What follows belongs to an exercise in optimizing a design on an open flow for small area, a short achievable clock period and few clock cycles per item; a production flow would make more cautious choices. No functional check of the RTL was part of this run. No activity file was given, so power comes from the tool's default toggle rates.

## flow/flow/run.sh

```bash
#!/bin/bash
# Standard synthesis, then the standard layout with two changes: ports are
# buffered with buf_1, and clock tree synthesis adds no dummy loads.
set -euo pipefail
bash standard.sh synth > synth.log 2>&1
export BUFFER_PORTS_ARGS="-buffer_cell sky130_fd_sc_hd__buf_1"
export CTS_ARGS="-sink_clustering_enable -repair_clock_nets -dont_use_dummy_load -buf_list {sky130_fd_sc_hd__clkbuf_4 sky130_fd_sc_hd__clkbuf_8}"
bash standard.sh > layout.log 2>&1
```

## flow/standard.sh

```bash
#!/bin/bash
# synth_recipe.tcl (not shown) runs the flow's synth.tcl, then flattens the netlist and writes it again
# the make line also repeats each setting of config.mk as NAME=value (left out here)
make -C /OpenROAD-flow-scripts/flow DESIGN_CONFIG=/design/flow/config.mk WORK_HOME=/design/flow/orfs CLKGATE_MAP_FILE= SYNTH_SCRIPT=/design/flow/synth_recipe.tcl "${@:-finish}"
```

## flow/config.mk

```make
export PLATFORM = sky130hd
export DESIGN_NAME = timing_example
export DESIGN_NICKNAME = timing_example
export VERILOG_FILES = /design/flow/design.v
export SDC_FILE = /design/flow/constraint.sdc
export NUM_CORES = 4
export LEC_CHECK = 0
export CAP_MARGIN = 20
export CORE_MARGIN = 2
export CORE_UTILIZATION = 40
export SLEW_MARGIN = 20
```

## flow/constraint.sdc

```tcl
create_clock -name core_clock -period 8.0 [get_ports {clk}]
set_input_delay 1.6000 -clock core_clock [delete_from_list [all_inputs] [get_ports {clk}]]
set_output_delay 1.6000 -clock core_clock [all_outputs]
set_load 0.01 [all_outputs]
```

## flow/design.v

```verilog
module timing_example #(
    parameter int INPUT_WIDTH   = 32,
    parameter int OUTPUT_WIDTH  = 8,
    parameter int COUNTER_WIDTH = 64,
    parameter int NUM_PIPELINES = 16
) (
    input  logic                                  clk,
    input  logic                                  rst,
    input  logic [               INPUT_WIDTH-1:0] data_in,
    input  logic                                  data_in_valid,
    input  logic [NUM_PIPELINES*OUTPUT_WIDTH-1:0] pipe_in,
    output logic                                  ready,
    output logic [              OUTPUT_WIDTH-1:0] data_out,
    output logic                                  data_out_valid,
    output logic [             COUNTER_WIDTH-1:0] count
);
  assign ready = 1'b1;
  logic [3:0] v_r;
  always_ff @(posedge clk or posedge rst) begin
    if (rst) v_r <= '0;
    else v_r <= {v_r, data_in_valid};
  end
  assign data_out_valid = v_r[3];
  always_ff @(posedge clk or posedge rst) begin
    if (rst) count <= '0;
    else if (data_in_valid) count <= count + 1'b1;
  end
  logic pas_0;
  logic pac_1;
  logic pas_2;
  logic pac_3;
  logic pas_4;
  logic pac_5;
  logic pas_6;
  logic pac_7;
  logic pas_8;
  logic pac_9;
  logic pas_10;
  logic pac_11;
  logic pas_12;
  logic pac_13;
  logic pas_14;
  logic pac_15;
  logic pas_16;
  logic pac_17;
  logic pas_18;
  logic pac_19;
  logic pas_20;
  logic pac_21;
  logic pas_22;
  logic pac_23;
  logic pas_24;
  logic pac_25;
  logic pas_26;
  logic pac_27;
  logic pas_28;
  logic pac_29;
  logic pas_30;
  logic pac_31;
  logic pas_32;
  logic pac_33;
  logic [14:0] x_r;
  logic pbs_34;
  logic pbc_35;
  logic pbs_36;
  logic pbc_37;
  logic pbs_38;
  logic pbc_39;
  logic pbs_40;
  logic pbc_41;
  logic pbs_42;
  logic pbc_43;
  logic pbs_44;
  logic pbc_45;
  logic pbs_46;
  logic pbc_47;
  logic [7:0] x2_r;
  logic pqs_48;
  logic pqc_49;
  logic pqs_50;
  logic pqc_51;
  logic [5:0] pc;
  logic [5:0] e_r;
  logic sas_52;
  logic sac_53;
  logic sas_54;
  logic sac_55;
  logic sas_56;
  logic sac_57;
  logic sas_58;
  logic sac_59;
  logic sas_60;
  logic sac_61;
  logic sas_62;
  logic sac_63;
  logic sas_64;
  logic sac_65;
  logic sas_66;
  logic sac_67;
  logic sas_68;
  logic sac_69;
  logic sas_70;
  logic sac_71;
  logic sas_72;
  logic sac_73;
  logic sas_74;
  logic sac_75;
  logic sas_76;
  logic sac_77;
  logic sas_78;
  logic sac_79;
  logic sas_80;
  logic sac_81;
  logic sas_82;
  logic sac_83;
  logic sas_84;
  logic sac_85;
  logic sas_86;
  logic sac_87;
  logic sas_88;
  logic sac_89;
  logic sas_90;
  logic sac_91;
  logic sas_92;
  logic sac_93;
  logic sas_94;
  logic sac_95;
  logic sas_96;
  logic sac_97;
  logic sas_98;
  logic sac_99;
  logic sas_100;
  logic sac_101;
  logic sas_102;
  logic sac_103;
  logic sas_104;
  logic sac_105;
  logic sas_106;
  logic sac_107;
  logic sas_108;
  logic sac_109;
  logic sas_110;
  logic sac_111;
  logic sas_112;
  logic sas_113;
  logic sas_114;
  logic sas_115;
  logic sas_116;
  logic sas_117;
  logic sac_118;
  logic sas_119;
  logic sac_120;
  logic sas_121;
  logic sac_122;
  logic sas_123;
  logic sac_124;
  logic sas_125;
  logic sac_126;
  logic sas_127;
  logic sac_128;
  logic sas_129;
  logic sac_130;
  logic sas_131;
  logic sac_132;
  logic sas_133;
  logic sac_134;
  logic sas_135;
  logic sac_136;
  logic sas_137;
  logic sac_138;
  logic sas_139;
  logic sac_140;
  logic sas_141;
  logic sac_142;
  logic sas_143;
  logic sac_144;
  logic sas_145;
  logic sac_146;
  logic sas_147;
  logic sac_148;
  logic sas_149;
  logic sac_150;
  logic sas_151;
  logic sas_152;
  logic sas_153;
  logic [48:0] s1_r;
  logic sbs_154;
  logic sbc_155;
  logic sbs_156;
  logic sbc_157;
  logic sbs_158;
  logic sbc_159;
  logic sbs_160;
  logic sbc_161;
  logic sbs_162;
  logic sbc_163;
  logic sbs_164;
  logic sbc_165;
  logic sbs_166;
  logic sbc_167;
  logic sbs_168;
  logic sbc_169;
  logic sbs_170;
  logic sbc_171;
  logic sbs_172;
  logic sbc_173;
  logic sbs_174;
  logic sbs_175;
  logic sbs_176;
  logic sbc_177;
  logic sbs_178;
  logic sbc_179;
  logic sbs_180;
  logic sbc_181;
  logic sbs_182;
  logic sbc_183;
  logic sbs_184;
  logic sbc_185;
  logic sbs_186;
  logic sbc_187;
  logic sbs_188;
  logic sbc_189;
  logic sbs_190;
  logic sbc_191;
  logic sbs_192;
  logic sbc_193;
  logic sbs_194;
  logic sbs_195;
  logic sbs_196;
  logic sbc_197;
  logic sbs_198;
  logic sbc_199;
  logic sbs_200;
  logic sbc_201;
  logic sbs_202;
  logic sbc_203;
  logic sbs_204;
  logic sbs_205;
  logic sbc_206;
  logic sbs_207;
  logic sbc_208;
  logic sbs_209;
  logic sbc_210;
  logic sbs_211;
  logic [10:0] s2_r;
  logic [6:0] s_sum;
  logic [6:0] s_r;
  logic pp_212;
  logic pp_213;
  logic pp_214;
  logic pp_215;
  logic pp_216;
  logic pp_217;
  logic pp_218;
  logic pp_219;
  logic pp_220;
  logic pp_221;
  logic pp_222;
  logic pp_223;
  logic pp_224;
  logic pp_225;
  logic pp_226;
  logic pp_227;
  logic pp_228;
  logic pp_229;
  logic pp_230;
  logic pp_231;
  logic pp_232;
  logic pp_233;
  logic pp_234;
  logic pp_235;
  logic pp_236;
  logic pp_237;
  logic pp_238;
  logic ms_239;
  logic mc_240;
  logic ms_241;
  logic mc_242;
  logic ms_243;
  logic mc_244;
  logic ms_245;
  logic mc_246;
  logic ms_247;
  logic mc_248;
  logic ms_249;
  logic ms_250;
  logic ms_251;
  logic mc_252;
  logic ms_253;
  logic mc_254;
  logic ms_255;
  logic mc_256;
  logic ms_257;
  logic ms_258;
  logic mc_259;
  logic ms_260;
  logic ms_261;
  logic mc_262;
  logic [6:0] y;
  logic [6:0] y_r;
  assign pas_0 = data_in[0] ^ data_in[1] ^ data_in[2];
  assign pac_1 = (data_in[0] & data_in[1]) | (data_in[0] & data_in[2]) | (data_in[1] & data_in[2]);
  assign pas_2 = data_in[3] ^ data_in[4] ^ data_in[5];
  assign pac_3 = (data_in[3] & data_in[4]) | (data_in[3] & data_in[5]) | (data_in[4] & data_in[5]);
  assign pas_4 = data_in[6] ^ data_in[7] ^ data_in[8];
  assign pac_5 = (data_in[6] & data_in[7]) | (data_in[6] & data_in[8]) | (data_in[7] & data_in[8]);
  assign pas_6 = data_in[9] ^ data_in[10] ^ data_in[11];
  assign pac_7 = (data_in[9] & data_in[10]) | (data_in[9] & data_in[11]) | (data_in[10] & data_in[11]);
  assign pas_8 = data_in[12] ^ data_in[13] ^ data_in[14];
  assign pac_9 = (data_in[12] & data_in[13]) | (data_in[12] & data_in[14]) | (data_in[13] & data_in[14]);
  assign pas_10 = data_in[15] ^ data_in[16] ^ data_in[17];
  assign pac_11 = (data_in[15] & data_in[16]) | (data_in[15] & data_in[17]) | (data_in[16] & data_in[17]);
  assign pas_12 = data_in[18] ^ data_in[19] ^ data_in[20];
  assign pac_13 = (data_in[18] & data_in[19]) | (data_in[18] & data_in[20]) | (data_in[19] & data_in[20]);
  assign pas_14 = data_in[21] ^ data_in[22] ^ data_in[23];
  assign pac_15 = (data_in[21] & data_in[22]) | (data_in[21] & data_in[23]) | (data_in[22] & data_in[23]);
  assign pas_16 = data_in[24] ^ data_in[25] ^ data_in[26];
  assign pac_17 = (data_in[24] & data_in[25]) | (data_in[24] & data_in[26]) | (data_in[25] & data_in[26]);
  assign pas_18 = data_in[27] ^ data_in[28] ^ data_in[29];
  assign pac_19 = (data_in[27] & data_in[28]) | (data_in[27] & data_in[29]) | (data_in[28] & data_in[29]);
  assign pas_20 = pas_0 ^ pas_2 ^ pas_4;
  assign pac_21 = (pas_0 & pas_2) | (pas_0 & pas_4) | (pas_2 & pas_4);
  assign pas_22 = pas_6 ^ pas_8 ^ pas_10;
  assign pac_23 = (pas_6 & pas_8) | (pas_6 & pas_10) | (pas_8 & pas_10);
  assign pas_24 = pas_12 ^ pas_14 ^ pas_16;
  assign pac_25 = (pas_12 & pas_14) | (pas_12 & pas_16) | (pas_14 & pas_16);
  assign pas_26 = pas_18 ^ data_in[30] ^ data_in[31];
  assign pac_27 = (pas_18 & data_in[30]) | (pas_18 & data_in[31]) | (data_in[30] & data_in[31]);
  assign pas_28 = pac_1 ^ pac_3 ^ pac_5;
  assign pac_29 = (pac_1 & pac_3) | (pac_1 & pac_5) | (pac_3 & pac_5);
  assign pas_30 = pac_7 ^ pac_9 ^ pac_11;
  assign pac_31 = (pac_7 & pac_9) | (pac_7 & pac_11) | (pac_9 & pac_11);
  assign pas_32 = pac_13 ^ pac_15 ^ pac_17;
  assign pac_33 = (pac_13 & pac_15) | (pac_13 & pac_17) | (pac_15 & pac_17);
  always_ff @(posedge clk) x_r[0] <= pas_20;
  always_ff @(posedge clk) x_r[1] <= pas_22;
  always_ff @(posedge clk) x_r[2] <= pas_24;
  always_ff @(posedge clk) x_r[3] <= pas_26;
  always_ff @(posedge clk) x_r[4] <= pac_21;
  always_ff @(posedge clk) x_r[5] <= pac_23;
  always_ff @(posedge clk) x_r[6] <= pac_25;
  always_ff @(posedge clk) x_r[7] <= pac_27;
  always_ff @(posedge clk) x_r[8] <= pas_28;
  always_ff @(posedge clk) x_r[9] <= pas_30;
  always_ff @(posedge clk) x_r[10] <= pas_32;
  always_ff @(posedge clk) x_r[11] <= pac_19;
  always_ff @(posedge clk) x_r[12] <= pac_29;
  always_ff @(posedge clk) x_r[13] <= pac_31;
  always_ff @(posedge clk) x_r[14] <= pac_33;
  assign pbs_34 = x_r[0] ^ x_r[1] ^ x_r[2];
  assign pbc_35 = (x_r[0] & x_r[1]) | (x_r[0] & x_r[2]) | (x_r[1] & x_r[2]);
  assign pbs_36 = x_r[4] ^ x_r[5] ^ x_r[6];
  assign pbc_37 = (x_r[4] & x_r[5]) | (x_r[4] & x_r[6]) | (x_r[5] & x_r[6]);
  assign pbs_38 = x_r[7] ^ x_r[8] ^ x_r[9];
  assign pbc_39 = (x_r[7] & x_r[8]) | (x_r[7] & x_r[9]) | (x_r[8] & x_r[9]);
  assign pbs_40 = x_r[12] ^ x_r[13] ^ x_r[14];
  assign pbc_41 = (x_r[12] & x_r[13]) | (x_r[12] & x_r[14]) | (x_r[13] & x_r[14]);
  assign pbs_42 = pbc_35 ^ pbs_36 ^ pbs_38;
  assign pbc_43 = (pbc_35 & pbs_36) | (pbc_35 & pbs_38) | (pbs_36 & pbs_38);
  assign pbs_44 = pbc_37 ^ pbc_39 ^ pbs_40;
  assign pbc_45 = (pbc_37 & pbc_39) | (pbc_37 & pbs_40) | (pbc_39 & pbs_40);
  assign pbs_46 = pbs_42 ^ x_r[10] ^ x_r[11];
  assign pbc_47 = (pbs_42 & x_r[10]) | (pbs_42 & x_r[11]) | (x_r[10] & x_r[11]);
  always_ff @(posedge clk) x2_r[0] <= pbs_34;
  always_ff @(posedge clk) x2_r[1] <= x_r[3];
  always_ff @(posedge clk) x2_r[2] <= pbs_46;
  always_ff @(posedge clk) x2_r[3] <= pbc_47;
  always_ff @(posedge clk) x2_r[4] <= pbc_43;
  always_ff @(posedge clk) x2_r[5] <= pbs_44;
  always_ff @(posedge clk) x2_r[6] <= pbc_45;
  always_ff @(posedge clk) x2_r[7] <= pbc_41;
  assign pqs_48 = x2_r[3] ^ x2_r[4] ^ x2_r[5];
  assign pqc_49 = (x2_r[3] & x2_r[4]) | (x2_r[3] & x2_r[5]) | (x2_r[4] & x2_r[5]);
  assign pqs_50 = pqc_49 ^ x2_r[6] ^ x2_r[7];
  assign pqc_51 = (pqc_49 & x2_r[6]) | (pqc_49 & x2_r[7]) | (x2_r[6] & x2_r[7]);
  assign pc = {1'b0, pqc_51, pqs_50, pqs_48, x2_r[2], x2_r[0]} + {1'b0, 1'b0, 1'b0, 1'b0, 1'b0, x2_r[1]};
  always_ff @(posedge clk) e_r <= {pc[5] ^ ~pc[4], ~pc[4], pc[3:0]};
  assign sas_52 = pipe_in[0] ^ pipe_in[8] ^ pipe_in[16];
  assign sac_53 = (pipe_in[0] & pipe_in[8]) | (pipe_in[0] & pipe_in[16]) | (pipe_in[8] & pipe_in[16]);
  assign sas_54 = pipe_in[24] ^ pipe_in[32] ^ pipe_in[40];
  assign sac_55 = (pipe_in[24] & pipe_in[32]) | (pipe_in[24] & pipe_in[40]) | (pipe_in[32] & pipe_in[40]);
  assign sas_56 = pipe_in[48] ^ pipe_in[56] ^ pipe_in[64];
  assign sac_57 = (pipe_in[48] & pipe_in[56]) | (pipe_in[48] & pipe_in[64]) | (pipe_in[56] & pipe_in[64]);
  assign sas_58 = pipe_in[72] ^ pipe_in[80] ^ pipe_in[88];
  assign sac_59 = (pipe_in[72] & pipe_in[80]) | (pipe_in[72] & pipe_in[88]) | (pipe_in[80] & pipe_in[88]);
  assign sas_60 = pipe_in[96] ^ pipe_in[104] ^ pipe_in[112];
  assign sac_61 = (pipe_in[96] & pipe_in[104]) | (pipe_in[96] & pipe_in[112]) | (pipe_in[104] & pipe_in[112]);
  assign sas_62 = pipe_in[1] ^ pipe_in[9] ^ pipe_in[17];
  assign sac_63 = (pipe_in[1] & pipe_in[9]) | (pipe_in[1] & pipe_in[17]) | (pipe_in[9] & pipe_in[17]);
  assign sas_64 = pipe_in[25] ^ pipe_in[33] ^ pipe_in[41];
  assign sac_65 = (pipe_in[25] & pipe_in[33]) | (pipe_in[25] & pipe_in[41]) | (pipe_in[33] & pipe_in[41]);
  assign sas_66 = pipe_in[49] ^ pipe_in[57] ^ pipe_in[65];
  assign sac_67 = (pipe_in[49] & pipe_in[57]) | (pipe_in[49] & pipe_in[65]) | (pipe_in[57] & pipe_in[65]);
  assign sas_68 = pipe_in[73] ^ pipe_in[81] ^ pipe_in[89];
  assign sac_69 = (pipe_in[73] & pipe_in[81]) | (pipe_in[73] & pipe_in[89]) | (pipe_in[81] & pipe_in[89]);
  assign sas_70 = pipe_in[97] ^ pipe_in[105] ^ pipe_in[113];
  assign sac_71 = (pipe_in[97] & pipe_in[105]) | (pipe_in[97] & pipe_in[113]) | (pipe_in[105] & pipe_in[113]);
  assign sas_72 = pipe_in[2] ^ pipe_in[10] ^ pipe_in[18];
  assign sac_73 = (pipe_in[2] & pipe_in[10]) | (pipe_in[2] & pipe_in[18]) | (pipe_in[10] & pipe_in[18]);
  assign sas_74 = pipe_in[26] ^ pipe_in[34] ^ pipe_in[42];
  assign sac_75 = (pipe_in[26] & pipe_in[34]) | (pipe_in[26] & pipe_in[42]) | (pipe_in[34] & pipe_in[42]);
  assign sas_76 = pipe_in[50] ^ pipe_in[58] ^ pipe_in[66];
  assign sac_77 = (pipe_in[50] & pipe_in[58]) | (pipe_in[50] & pipe_in[66]) | (pipe_in[58] & pipe_in[66]);
  assign sas_78 = pipe_in[74] ^ pipe_in[82] ^ pipe_in[90];
  assign sac_79 = (pipe_in[74] & pipe_in[82]) | (pipe_in[74] & pipe_in[90]) | (pipe_in[82] & pipe_in[90]);
  assign sas_80 = pipe_in[98] ^ pipe_in[106] ^ pipe_in[114];
  assign sac_81 = (pipe_in[98] & pipe_in[106]) | (pipe_in[98] & pipe_in[114]) | (pipe_in[106] & pipe_in[114]);
  assign sas_82 = pipe_in[3] ^ pipe_in[11] ^ pipe_in[19];
  assign sac_83 = (pipe_in[3] & pipe_in[11]) | (pipe_in[3] & pipe_in[19]) | (pipe_in[11] & pipe_in[19]);
  assign sas_84 = pipe_in[27] ^ pipe_in[35] ^ pipe_in[43];
  assign sac_85 = (pipe_in[27] & pipe_in[35]) | (pipe_in[27] & pipe_in[43]) | (pipe_in[35] & pipe_in[43]);
  assign sas_86 = pipe_in[51] ^ pipe_in[59] ^ pipe_in[67];
  assign sac_87 = (pipe_in[51] & pipe_in[59]) | (pipe_in[51] & pipe_in[67]) | (pipe_in[59] & pipe_in[67]);
  assign sas_88 = pipe_in[75] ^ pipe_in[83] ^ pipe_in[91];
  assign sac_89 = (pipe_in[75] & pipe_in[83]) | (pipe_in[75] & pipe_in[91]) | (pipe_in[83] & pipe_in[91]);
  assign sas_90 = pipe_in[99] ^ pipe_in[107] ^ pipe_in[115];
  assign sac_91 = (pipe_in[99] & pipe_in[107]) | (pipe_in[99] & pipe_in[115]) | (pipe_in[107] & pipe_in[115]);
  assign sas_92 = pipe_in[4] ^ pipe_in[12] ^ pipe_in[20];
  assign sac_93 = (pipe_in[4] & pipe_in[12]) | (pipe_in[4] & pipe_in[20]) | (pipe_in[12] & pipe_in[20]);
  assign sas_94 = pipe_in[28] ^ pipe_in[36] ^ pipe_in[44];
  assign sac_95 = (pipe_in[28] & pipe_in[36]) | (pipe_in[28] & pipe_in[44]) | (pipe_in[36] & pipe_in[44]);
  assign sas_96 = pipe_in[52] ^ pipe_in[60] ^ pipe_in[68];
  assign sac_97 = (pipe_in[52] & pipe_in[60]) | (pipe_in[52] & pipe_in[68]) | (pipe_in[60] & pipe_in[68]);
  assign sas_98 = pipe_in[76] ^ pipe_in[84] ^ pipe_in[92];
  assign sac_99 = (pipe_in[76] & pipe_in[84]) | (pipe_in[76] & pipe_in[92]) | (pipe_in[84] & pipe_in[92]);
  assign sas_100 = pipe_in[100] ^ pipe_in[108] ^ pipe_in[116];
  assign sac_101 = (pipe_in[100] & pipe_in[108]) | (pipe_in[100] & pipe_in[116]) | (pipe_in[108] & pipe_in[116]);
  assign sas_102 = pipe_in[5] ^ pipe_in[13] ^ pipe_in[21];
  assign sac_103 = (pipe_in[5] & pipe_in[13]) | (pipe_in[5] & pipe_in[21]) | (pipe_in[13] & pipe_in[21]);
  assign sas_104 = pipe_in[29] ^ pipe_in[37] ^ pipe_in[45];
  assign sac_105 = (pipe_in[29] & pipe_in[37]) | (pipe_in[29] & pipe_in[45]) | (pipe_in[37] & pipe_in[45]);
  assign sas_106 = pipe_in[53] ^ pipe_in[61] ^ pipe_in[69];
  assign sac_107 = (pipe_in[53] & pipe_in[61]) | (pipe_in[53] & pipe_in[69]) | (pipe_in[61] & pipe_in[69]);
  assign sas_108 = pipe_in[77] ^ pipe_in[85] ^ pipe_in[93];
  assign sac_109 = (pipe_in[77] & pipe_in[85]) | (pipe_in[77] & pipe_in[93]) | (pipe_in[85] & pipe_in[93]);
  assign sas_110 = pipe_in[101] ^ pipe_in[109] ^ pipe_in[117];
  assign sac_111 = (pipe_in[101] & pipe_in[109]) | (pipe_in[101] & pipe_in[117]) | (pipe_in[109] & pipe_in[117]);
  assign sas_112 = pipe_in[6] ^ pipe_in[14] ^ pipe_in[22];
  assign sas_113 = pipe_in[30] ^ pipe_in[38] ^ pipe_in[46];
  assign sas_114 = pipe_in[54] ^ pipe_in[62] ^ pipe_in[70];
  assign sas_115 = pipe_in[78] ^ pipe_in[86] ^ pipe_in[94];
  assign sas_116 = pipe_in[102] ^ pipe_in[110] ^ pipe_in[118];
  assign sas_117 = sas_52 ^ sas_54 ^ sas_56;
  assign sac_118 = (sas_52 & sas_54) | (sas_52 & sas_56) | (sas_54 & sas_56);
  assign sas_119 = sas_58 ^ sas_60 ^ pipe_in[120];
  assign sac_120 = (sas_58 & sas_60) | (sas_58 & pipe_in[120]) | (sas_60 & pipe_in[120]);
  assign sas_121 = sac_53 ^ sac_55 ^ sac_57;
  assign sac_122 = (sac_53 & sac_55) | (sac_53 & sac_57) | (sac_55 & sac_57);
  assign sas_123 = sac_59 ^ sac_61 ^ sas_62;
  assign sac_124 = (sac_59 & sac_61) | (sac_59 & sas_62) | (sac_61 & sas_62);
  assign sas_125 = sas_64 ^ sas_66 ^ sas_68;
  assign sac_126 = (sas_64 & sas_66) | (sas_64 & sas_68) | (sas_66 & sas_68);
  assign sas_127 = sac_63 ^ sac_65 ^ sac_67;
  assign sac_128 = (sac_63 & sac_65) | (sac_63 & sac_67) | (sac_65 & sac_67);
  assign sas_129 = sac_69 ^ sac_71 ^ sas_72;
  assign sac_130 = (sac_69 & sac_71) | (sac_69 & sas_72) | (sac_71 & sas_72);
  assign sas_131 = sas_74 ^ sas_76 ^ sas_78;
  assign sac_132 = (sas_74 & sas_76) | (sas_74 & sas_78) | (sas_76 & sas_78);
  assign sas_133 = sac_73 ^ sac_75 ^ sac_77;
  assign sac_134 = (sac_73 & sac_75) | (sac_73 & sac_77) | (sac_75 & sac_77);
  assign sas_135 = sac_79 ^ sac_81 ^ sas_82;
  assign sac_136 = (sac_79 & sac_81) | (sac_79 & sas_82) | (sac_81 & sas_82);
  assign sas_137 = sas_84 ^ sas_86 ^ sas_88;
  assign sac_138 = (sas_84 & sas_86) | (sas_84 & sas_88) | (sas_86 & sas_88);
  assign sas_139 = sac_83 ^ sac_85 ^ sac_87;
  assign sac_140 = (sac_83 & sac_85) | (sac_83 & sac_87) | (sac_85 & sac_87);
  assign sas_141 = sac_89 ^ sac_91 ^ sas_92;
  assign sac_142 = (sac_89 & sac_91) | (sac_89 & sas_92) | (sac_91 & sas_92);
  assign sas_143 = sas_94 ^ sas_96 ^ sas_98;
  assign sac_144 = (sas_94 & sas_96) | (sas_94 & sas_98) | (sas_96 & sas_98);
  assign sas_145 = sac_93 ^ sac_95 ^ sac_97;
  assign sac_146 = (sac_93 & sac_95) | (sac_93 & sac_97) | (sac_95 & sac_97);
  assign sas_147 = sac_99 ^ sac_101 ^ sas_102;
  assign sac_148 = (sac_99 & sac_101) | (sac_99 & sas_102) | (sac_101 & sas_102);
  assign sas_149 = sas_104 ^ sas_106 ^ sas_108;
  assign sac_150 = (sas_104 & sas_106) | (sas_104 & sas_108) | (sas_106 & sas_108);
  assign sas_151 = sac_103 ^ sac_105 ^ sac_107;
  assign sas_152 = sac_109 ^ sac_111 ^ sas_112;
  assign sas_153 = sas_113 ^ sas_114 ^ sas_115;
  always_ff @(posedge clk) s1_r[0] <= sas_117;
  always_ff @(posedge clk) s1_r[1] <= sas_119;
  always_ff @(posedge clk) s1_r[2] <= sac_118;
  always_ff @(posedge clk) s1_r[3] <= sac_120;
  always_ff @(posedge clk) s1_r[4] <= sas_121;
  always_ff @(posedge clk) s1_r[5] <= sas_123;
  always_ff @(posedge clk) s1_r[6] <= sas_125;
  always_ff @(posedge clk) s1_r[7] <= sas_70;
  always_ff @(posedge clk) s1_r[8] <= pipe_in[121];
  always_ff @(posedge clk) s1_r[9] <= sac_122;
  always_ff @(posedge clk) s1_r[10] <= sac_124;
  always_ff @(posedge clk) s1_r[11] <= sac_126;
  always_ff @(posedge clk) s1_r[12] <= sas_127;
  always_ff @(posedge clk) s1_r[13] <= sas_129;
  always_ff @(posedge clk) s1_r[14] <= sas_131;
  always_ff @(posedge clk) s1_r[15] <= sas_80;
  always_ff @(posedge clk) s1_r[16] <= pipe_in[122];
  always_ff @(posedge clk) s1_r[17] <= sac_128;
  always_ff @(posedge clk) s1_r[18] <= sac_130;
  always_ff @(posedge clk) s1_r[19] <= sac_132;
  always_ff @(posedge clk) s1_r[20] <= sas_133;
  always_ff @(posedge clk) s1_r[21] <= sas_135;
  always_ff @(posedge clk) s1_r[22] <= sas_137;
  always_ff @(posedge clk) s1_r[23] <= sas_90;
  always_ff @(posedge clk) s1_r[24] <= pipe_in[123];
  always_ff @(posedge clk) s1_r[25] <= sac_134;
  always_ff @(posedge clk) s1_r[26] <= sac_136;
  always_ff @(posedge clk) s1_r[27] <= sac_138;
  always_ff @(posedge clk) s1_r[28] <= sas_139;
  always_ff @(posedge clk) s1_r[29] <= sas_141;
  always_ff @(posedge clk) s1_r[30] <= sas_143;
  always_ff @(posedge clk) s1_r[31] <= sas_100;
  always_ff @(posedge clk) s1_r[32] <= pipe_in[124];
  always_ff @(posedge clk) s1_r[33] <= sac_140;
  always_ff @(posedge clk) s1_r[34] <= sac_142;
  always_ff @(posedge clk) s1_r[35] <= sac_144;
  always_ff @(posedge clk) s1_r[36] <= sas_145;
  always_ff @(posedge clk) s1_r[37] <= sas_147;
  always_ff @(posedge clk) s1_r[38] <= sas_149;
  always_ff @(posedge clk) s1_r[39] <= sas_110;
  always_ff @(posedge clk) s1_r[40] <= pipe_in[125];
  always_ff @(posedge clk) s1_r[41] <= sac_146;
  always_ff @(posedge clk) s1_r[42] <= sac_148;
  always_ff @(posedge clk) s1_r[43] <= sac_150;
  always_ff @(posedge clk) s1_r[44] <= sas_151;
  always_ff @(posedge clk) s1_r[45] <= sas_152;
  always_ff @(posedge clk) s1_r[46] <= sas_153;
  always_ff @(posedge clk) s1_r[47] <= sas_116;
  always_ff @(posedge clk) s1_r[48] <= pipe_in[126];
  assign sbs_154 = s1_r[2] ^ s1_r[3] ^ s1_r[4];
  assign sbc_155 = (s1_r[2] & s1_r[3]) | (s1_r[2] & s1_r[4]) | (s1_r[3] & s1_r[4]);
  assign sbs_156 = s1_r[5] ^ s1_r[6] ^ s1_r[7];
  assign sbc_157 = (s1_r[5] & s1_r[6]) | (s1_r[5] & s1_r[7]) | (s1_r[6] & s1_r[7]);
  assign sbs_158 = s1_r[9] ^ s1_r[10] ^ s1_r[11];
  assign sbc_159 = (s1_r[9] & s1_r[10]) | (s1_r[9] & s1_r[11]) | (s1_r[10] & s1_r[11]);
  assign sbs_160 = s1_r[12] ^ s1_r[13] ^ s1_r[14];
  assign sbc_161 = (s1_r[12] & s1_r[13]) | (s1_r[12] & s1_r[14]) | (s1_r[13] & s1_r[14]);
  assign sbs_162 = s1_r[17] ^ s1_r[18] ^ s1_r[19];
  assign sbc_163 = (s1_r[17] & s1_r[18]) | (s1_r[17] & s1_r[19]) | (s1_r[18] & s1_r[19]);
  assign sbs_164 = s1_r[20] ^ s1_r[21] ^ s1_r[22];
  assign sbc_165 = (s1_r[20] & s1_r[21]) | (s1_r[20] & s1_r[22]) | (s1_r[21] & s1_r[22]);
  assign sbs_166 = s1_r[25] ^ s1_r[26] ^ s1_r[27];
  assign sbc_167 = (s1_r[25] & s1_r[26]) | (s1_r[25] & s1_r[27]) | (s1_r[26] & s1_r[27]);
  assign sbs_168 = s1_r[28] ^ s1_r[29] ^ s1_r[30];
  assign sbc_169 = (s1_r[28] & s1_r[29]) | (s1_r[28] & s1_r[30]) | (s1_r[29] & s1_r[30]);
  assign sbs_170 = s1_r[33] ^ s1_r[34] ^ s1_r[35];
  assign sbc_171 = (s1_r[33] & s1_r[34]) | (s1_r[33] & s1_r[35]) | (s1_r[34] & s1_r[35]);
  assign sbs_172 = s1_r[36] ^ s1_r[37] ^ s1_r[38];
  assign sbc_173 = (s1_r[36] & s1_r[37]) | (s1_r[36] & s1_r[38]) | (s1_r[37] & s1_r[38]);
  assign sbs_174 = s1_r[41] ^ s1_r[42] ^ s1_r[43];
  assign sbs_175 = s1_r[44] ^ s1_r[45] ^ s1_r[46];
  assign sbs_176 = sbs_154 ^ sbs_156 ^ s1_r[8];
  assign sbc_177 = (sbs_154 & sbs_156) | (sbs_154 & s1_r[8]) | (sbs_156 & s1_r[8]);
  assign sbs_178 = sbc_155 ^ sbc_157 ^ sbs_158;
  assign sbc_179 = (sbc_155 & sbc_157) | (sbc_155 & sbs_158) | (sbc_157 & sbs_158);
  assign sbs_180 = sbs_160 ^ s1_r[15] ^ s1_r[16];
  assign sbc_181 = (sbs_160 & s1_r[15]) | (sbs_160 & s1_r[16]) | (s1_r[15] & s1_r[16]);
  assign sbs_182 = sbc_159 ^ sbc_161 ^ sbs_162;
  assign sbc_183 = (sbc_159 & sbc_161) | (sbc_159 & sbs_162) | (sbc_161 & sbs_162);
  assign sbs_184 = sbs_164 ^ s1_r[23] ^ s1_r[24];
  assign sbc_185 = (sbs_164 & s1_r[23]) | (sbs_164 & s1_r[24]) | (s1_r[23] & s1_r[24]);
  assign sbs_186 = sbc_163 ^ sbc_165 ^ sbs_166;
  assign sbc_187 = (sbc_163 & sbc_165) | (sbc_163 & sbs_166) | (sbc_165 & sbs_166);
  assign sbs_188 = sbs_168 ^ s1_r[31] ^ s1_r[32];
  assign sbc_189 = (sbs_168 & s1_r[31]) | (sbs_168 & s1_r[32]) | (s1_r[31] & s1_r[32]);
  assign sbs_190 = sbc_167 ^ sbc_169 ^ sbs_170;
  assign sbc_191 = (sbc_167 & sbc_169) | (sbc_167 & sbs_170) | (sbc_169 & sbs_170);
  assign sbs_192 = sbs_172 ^ s1_r[39] ^ s1_r[40];
  assign sbc_193 = (sbs_172 & s1_r[39]) | (sbs_172 & s1_r[40]) | (s1_r[39] & s1_r[40]);
  assign sbs_194 = sbc_171 ^ sbc_173 ^ sbs_174;
  assign sbs_195 = sbs_175 ^ s1_r[47] ^ s1_r[48];
  assign sbs_196 = sbc_177 ^ sbs_178 ^ sbs_180;
  assign sbc_197 = (sbc_177 & sbs_178) | (sbc_177 & sbs_180) | (sbs_178 & sbs_180);
  assign sbs_198 = sbc_179 ^ sbc_181 ^ sbs_182;
  assign sbc_199 = (sbc_179 & sbc_181) | (sbc_179 & sbs_182) | (sbc_181 & sbs_182);
  assign sbs_200 = sbc_183 ^ sbc_185 ^ sbs_186;
  assign sbc_201 = (sbc_183 & sbc_185) | (sbc_183 & sbs_186) | (sbc_185 & sbs_186);
  assign sbs_202 = sbc_187 ^ sbc_189 ^ sbs_190;
  assign sbc_203 = (sbc_187 & sbc_189) | (sbc_187 & sbs_190) | (sbc_189 & sbs_190);
  assign sbs_204 = sbc_191 ^ sbc_193 ^ sbs_194;
  assign sbs_205 = sbc_197 ^ sbs_198 ^ sbs_184;
  assign sbc_206 = (sbc_197 & sbs_198) | (sbc_197 & sbs_184) | (sbs_198 & sbs_184);
  assign sbs_207 = sbc_199 ^ sbs_200 ^ sbs_188;
  assign sbc_208 = (sbc_199 & sbs_200) | (sbc_199 & sbs_188) | (sbs_200 & sbs_188);
  assign sbs_209 = sbc_201 ^ sbs_202 ^ sbs_192;
  assign sbc_210 = (sbc_201 & sbs_202) | (sbc_201 & sbs_192) | (sbs_202 & sbs_192);
  assign sbs_211 = sbc_203 ^ sbs_204 ^ sbs_195;
  always_ff @(posedge clk) s2_r[0] <= s1_r[0];
  always_ff @(posedge clk) s2_r[1] <= s1_r[1];
  always_ff @(posedge clk) s2_r[2] <= sbs_176;
  always_ff @(posedge clk) s2_r[3] <= sbs_196;
  always_ff @(posedge clk) s2_r[4] <= sbs_205;
  always_ff @(posedge clk) s2_r[5] <= sbc_206;
  always_ff @(posedge clk) s2_r[6] <= sbs_207;
  always_ff @(posedge clk) s2_r[7] <= sbc_208;
  always_ff @(posedge clk) s2_r[8] <= sbs_209;
  always_ff @(posedge clk) s2_r[9] <= sbc_210;
  always_ff @(posedge clk) s2_r[10] <= sbs_211;
  assign s_sum = {s2_r[9], s2_r[7], s2_r[5], s2_r[4], s2_r[3], s2_r[2], s2_r[0]} + {s2_r[10], s2_r[8], s2_r[6], 1'b0, 1'b0, 1'b0, s2_r[1]};
  always_ff @(posedge clk) s_r <= s_sum;
  assign pp_212 = e_r[0] & s_r[0];
  assign pp_213 = e_r[0] & s_r[1];
  assign pp_214 = e_r[0] & s_r[2];
  assign pp_215 = e_r[0] & s_r[3];
  assign pp_216 = e_r[0] & s_r[4];
  assign pp_217 = e_r[0] & s_r[5];
  assign pp_218 = e_r[0] & s_r[6];
  assign pp_219 = e_r[1] & s_r[0];
  assign pp_220 = e_r[1] & s_r[1];
  assign pp_221 = e_r[1] & s_r[2];
  assign pp_222 = e_r[1] & s_r[3];
  assign pp_223 = e_r[1] & s_r[4];
  assign pp_224 = e_r[1] & s_r[5];
  assign pp_225 = e_r[2] & s_r[0];
  assign pp_226 = e_r[2] & s_r[1];
  assign pp_227 = e_r[2] & s_r[2];
  assign pp_228 = e_r[2] & s_r[3];
  assign pp_229 = e_r[2] & s_r[4];
  assign pp_230 = e_r[3] & s_r[0];
  assign pp_231 = e_r[3] & s_r[1];
  assign pp_232 = e_r[3] & s_r[2];
  assign pp_233 = e_r[3] & s_r[3];
  assign pp_234 = e_r[4] & s_r[0];
  assign pp_235 = e_r[4] & s_r[1];
  assign pp_236 = e_r[4] & s_r[2];
  assign pp_237 = e_r[5] & s_r[0];
  assign pp_238 = e_r[5] & s_r[1];
  assign ms_239 = pp_214 ^ pp_220 ^ pp_225;
  assign mc_240 = (pp_214 & pp_220) | (pp_214 & pp_225) | (pp_220 & pp_225);
  assign ms_241 = pp_215 ^ pp_221 ^ pp_226;
  assign mc_242 = (pp_215 & pp_221) | (pp_215 & pp_226) | (pp_221 & pp_226);
  assign ms_243 = pp_216 ^ pp_222 ^ pp_227;
  assign mc_244 = (pp_216 & pp_222) | (pp_216 & pp_227) | (pp_222 & pp_227);
  assign ms_245 = pp_217 ^ pp_223 ^ pp_228;
  assign mc_246 = (pp_217 & pp_223) | (pp_217 & pp_228) | (pp_223 & pp_228);
  assign ms_247 = pp_232 ^ pp_235 ^ pp_237;
  assign mc_248 = (pp_232 & pp_235) | (pp_232 & pp_237) | (pp_235 & pp_237);
  assign ms_249 = pp_218 ^ pp_224 ^ pp_229;
  assign ms_250 = pp_233 ^ pp_236 ^ pp_238;
  assign ms_251 = mc_240 ^ ms_241 ^ pp_230;
  assign mc_252 = (mc_240 & ms_241) | (mc_240 & pp_230) | (ms_241 & pp_230);
  assign ms_253 = mc_242 ^ ms_243 ^ pp_231;
  assign mc_254 = (mc_242 & ms_243) | (mc_242 & pp_231) | (ms_243 & pp_231);
  assign ms_255 = mc_244 ^ ms_245 ^ ms_247;
  assign mc_256 = (mc_244 & ms_245) | (mc_244 & ms_247) | (ms_245 & ms_247);
  assign ms_257 = mc_246 ^ mc_248 ^ ms_249;
  assign ms_258 = mc_252 ^ ms_253 ^ pp_234;
  assign mc_259 = (mc_252 & ms_253) | (mc_252 & pp_234) | (ms_253 & pp_234);
  assign ms_260 = mc_256 ^ ms_257 ^ ms_250;
  assign ms_261 = mc_259 ^ mc_254 ^ ms_255;
  assign mc_262 = (mc_259 & mc_254) | (mc_259 & ms_255) | (mc_254 & ms_255);
  assign y = {mc_262, ms_261, ms_258, ms_251, ms_239, pp_213, pp_212} + {ms_260, 1'b0, 1'b0, 1'b0, 1'b0, pp_219, 1'b0};
  always_ff @(posedge clk) y_r <= y;
  assign data_out = {y_r, 1'b0};
endmodule
```

==> results by group <==
Run status
  – Status: timing/DRC/antenna clean

GRT
  – Largest net degree at the start of global routing: 69
  – GRT overflow: 0
  – First-pass GRT wire length: 24400 µm
  – All-Layer GR Usage: 13.6%
  – Initial antenna violation count: 0
  – Vias in the first global route: 5450

Routing
  – Drt initial violations: 173
  – Wire length per cell: 11.4 µm
  – Via density: 4.33
  – First-pass detailed-route iteration total: 4
  – Via count: 5425
  – Post-route ant nets: 0
  – Post-route DRC: 0
  – Final wirelength: 14300 µm

Synth
  – Seq/Total Area, Yosys: 43.2%
  – Distinct cells, synth: 36
  – Net Count, Synth: 1027
  – Yosys reg bits: 171
  – Synth top area share: 25.1%
  – Post-Syn Area per Cell: 11.7 µm²
  – Synth Flop Type: dfxtp_1
  – Most instantiated library cell after synthesis: inv_1
  – Synthesized instance count: 746
  – Yosys top cell by area: fa_1
  – Area contributors post-synth: fa_1, dfxtp_1, dfrtp_1
  – Yosys warns: 1
  – Commonest cells post-synth: inv_1, fa_1, dfxtp_1
  – Post-synth EDFFs: 0
  – Cell area after synthesis: 0.00871 mm²
  – Async S/R FF share, synth: 39.8%

Setup path
  – Crit path buffers/inverters: 2
  – Slowest cell on crit path: fa_1
  – CP dominant cell by count: fa_1
  – CP Max Fanout: 7
  – Critical Path AT: 3.82 ns
  – Worst path max stage delay: 0.52 ns
  – Largest delay share family, worst path: adder cells
  – Crit path cell chain: nand2_1 > fa_1 > fa_1 > inv_1 > fa_1 > inv_1 > fa_1 > nor4b_1 > xnor2_1 > xnor2_1 > xnor2_1
  – Crit path kind: reg2reg
  – Crit path required time: 8.33 ns
  – CP endpoint kind: flip-flop
  – CP Launch Type: flip-flop

Hold path
  – Worst hold-check path type: reg2reg

Place
  – Buffers on Ports: 218
  – Placed cells: 1237
  – Routability cong.: 0.781
  – DP Worst Slack: 4.25 ns
  – Final HPWL DP: 11700 µm

Floorplan
  – Die width: 152 µm
  – # rows: 53
  – Die area: 0.0230 mm²
  – CORE AREA: 0.0212 mm²
  – I/O pin cnt: 237
  – Die H: 152 µm
  – Starting density of the core: 41.0%

Timing
  – Min Hold Slack: 0.332 ns
  – Fin crit share: 43.7%
  – Setup TNS: 0 ns
  – Worst Setup Slack, final: 4.51 ns
  – Fin. Hold Viols: 0
  – Minimum clock period: 3.49 ns
  – Max Slew Vio Count: 0
  – Least-Margin Pin Slew: 0.884 ns
  – RSZ-0062 raised after global routing: false
  – Final setup violation count: 0
  – Slew HR: 41.0%
  – Worst Skew: 0.0280 ns
  – Peak Freq: 0.286 GHz

Flow run
  – Max Cap Viol: 0

Power and ir drop
  – Leakage power total: 0.00466 µW
  – P per Cell Area: 296 mW/mm²
  – Max VDD drop: 205 µV

Clocking
  – Clock buffer depth: 2
  – Number of gates resized after CTS: 0
  – H-tree depth: 4
  – Cts hold-fix bufs: 0
  – Postcts setup bufs: 0
  – TritonCTS buffer count: 17
  – Clock latency on the worst-skew pair: 0.45 ns
  – Reg clk slew, reported paths: 0.07 ns
  – CTS Sinks: 171
  – CTS root buf: clkbuf_8
  – CTS tree: yes

Layout
  – Finished Layout Cells: 1254
  – Nets: 1262
  – Area Overhead vs Synth: 15.9%
  – Antenna fix cells: 0
  – Final Core Density: 47.6%
  – Share of layout cells above drive strength 1: 3.78%
## report_power, final
part	switching, µW	internal [µW]	total, µW
clock network	260	188	448
registers	123	1090	1210
logic	675	654	1330
total	1060	1930	2990
## layout by cell type, fill, tap and decap left out, types with 19 or more instances in the layout
cell type / n
buf_1: 218
inv_1: 177
fa_1: 109
dfxtp_1: 103
xnor2_1: 83
dfrtp_1: 68
nand2_1: 34
xor2_1: 30
nand3_1: 29
nand4_1: 19
## final timing paths
check                           slack, ns  depth (start not counted)       startpoint                     to
max in group asynchronous            6.01                          3              rst  count[25]$_DFFE_PP0P_
worst max-delay path                 4.51                         11   e_r[0]$_DFF_P_         y_r[6]$_DFF_P_
worst min register to register       0.33                          0  s1_r[0]$_DFF_P_        s2_r[0]$_DFF_P_
worst min-delay path                 0.33                          0  s1_r[0]$_DFF_P_        s2_r[0]$_DFF_P_
worst max register to register       4.51                         11   e_r[0]$_DFF_P_         y_r[6]$_DFF_P_
min in group asynchronous            1.39                          3              rst  count[54]$_DFFE_PP0P_
## sequential cells by signal (all words and copies together), names as in the netlist
| signal | flops |
|---|---|
| s1_r | 49 |
| y_r | 7 |
| x_r | 15 |
| s_r | 7 |
| e_r | 6 |
| v_r | 4 |
| x2_r | 8 |
| count | 64 |
| s2_r | 11 |
## cells by family after synthesis
group	synth area share (%)
AO/OA/AOI/OAI	0.460
flip-flops	43.2
buffers and inverters	7.89
XOR/XNOR	11.4
AND/OR/NAND/NOR	10.5
multiplexers	0.129
adder cells (fa/ha/maj)	26.4
other	0.0863
## routing by layer
layer  vias to the layer above  global-route usage (%)  share of wire [%]
met3                        14                    4.55                7.0
met4                         0                    4.07                1.1
li1                       2678                       -                  -
met5                         -                       0                  0
met1                      2572                    17.4                 45
met2                       161                    21.9                 47
## final cells by class
class | instances | area (µm²)
Tap cell | 275 | 344
Clock buffer | 17 | 234
Inverter | 178 | 668
Timing Repair Buffer | 219 | 826
Fill cell | 2044 | 11100
Multi-Input combinational cell | 394 | 4260
Sequential cell | 171 | 3760
## metrics by stage
stage	power, µW	cell area [µm²]
2_1_floorplan	2290	8710
3_3_place_gp	2580	9860
3_5_place_dp	2620	9860
4_1_cts	3080	10100
5_1_grt	3340	10100
6_report	2990	10100

==> afterwards: timing with drivers on the ports <==
The results above use ideal ports. As a check the final layout listed here was re-extracted and re-timed, cells and wires unchanged.
Step 1, drivers: a clkbuf_16 drives clk and a buf_2 each remaining input, both assumed.
Step 2, shift: input delay + t, output delay - t, t = (earliest + latest rising clock arrival at the registers) / 2. This alone moves slack from input paths to output paths.
Slacks: ideal / step 1 / step 2; pairs: ideal / step 1.
t (ns): 0.469
setup slack, ns: 4.506 / 4.506 / 4.232
worst setup path after step 2: input to register
cell pins on the clock port's net: 1
After both steps this run still meets setup and hold. For this run, drivers alone change the setup slack by 0.000 ns; drivers and shift together by -0.274 ns.
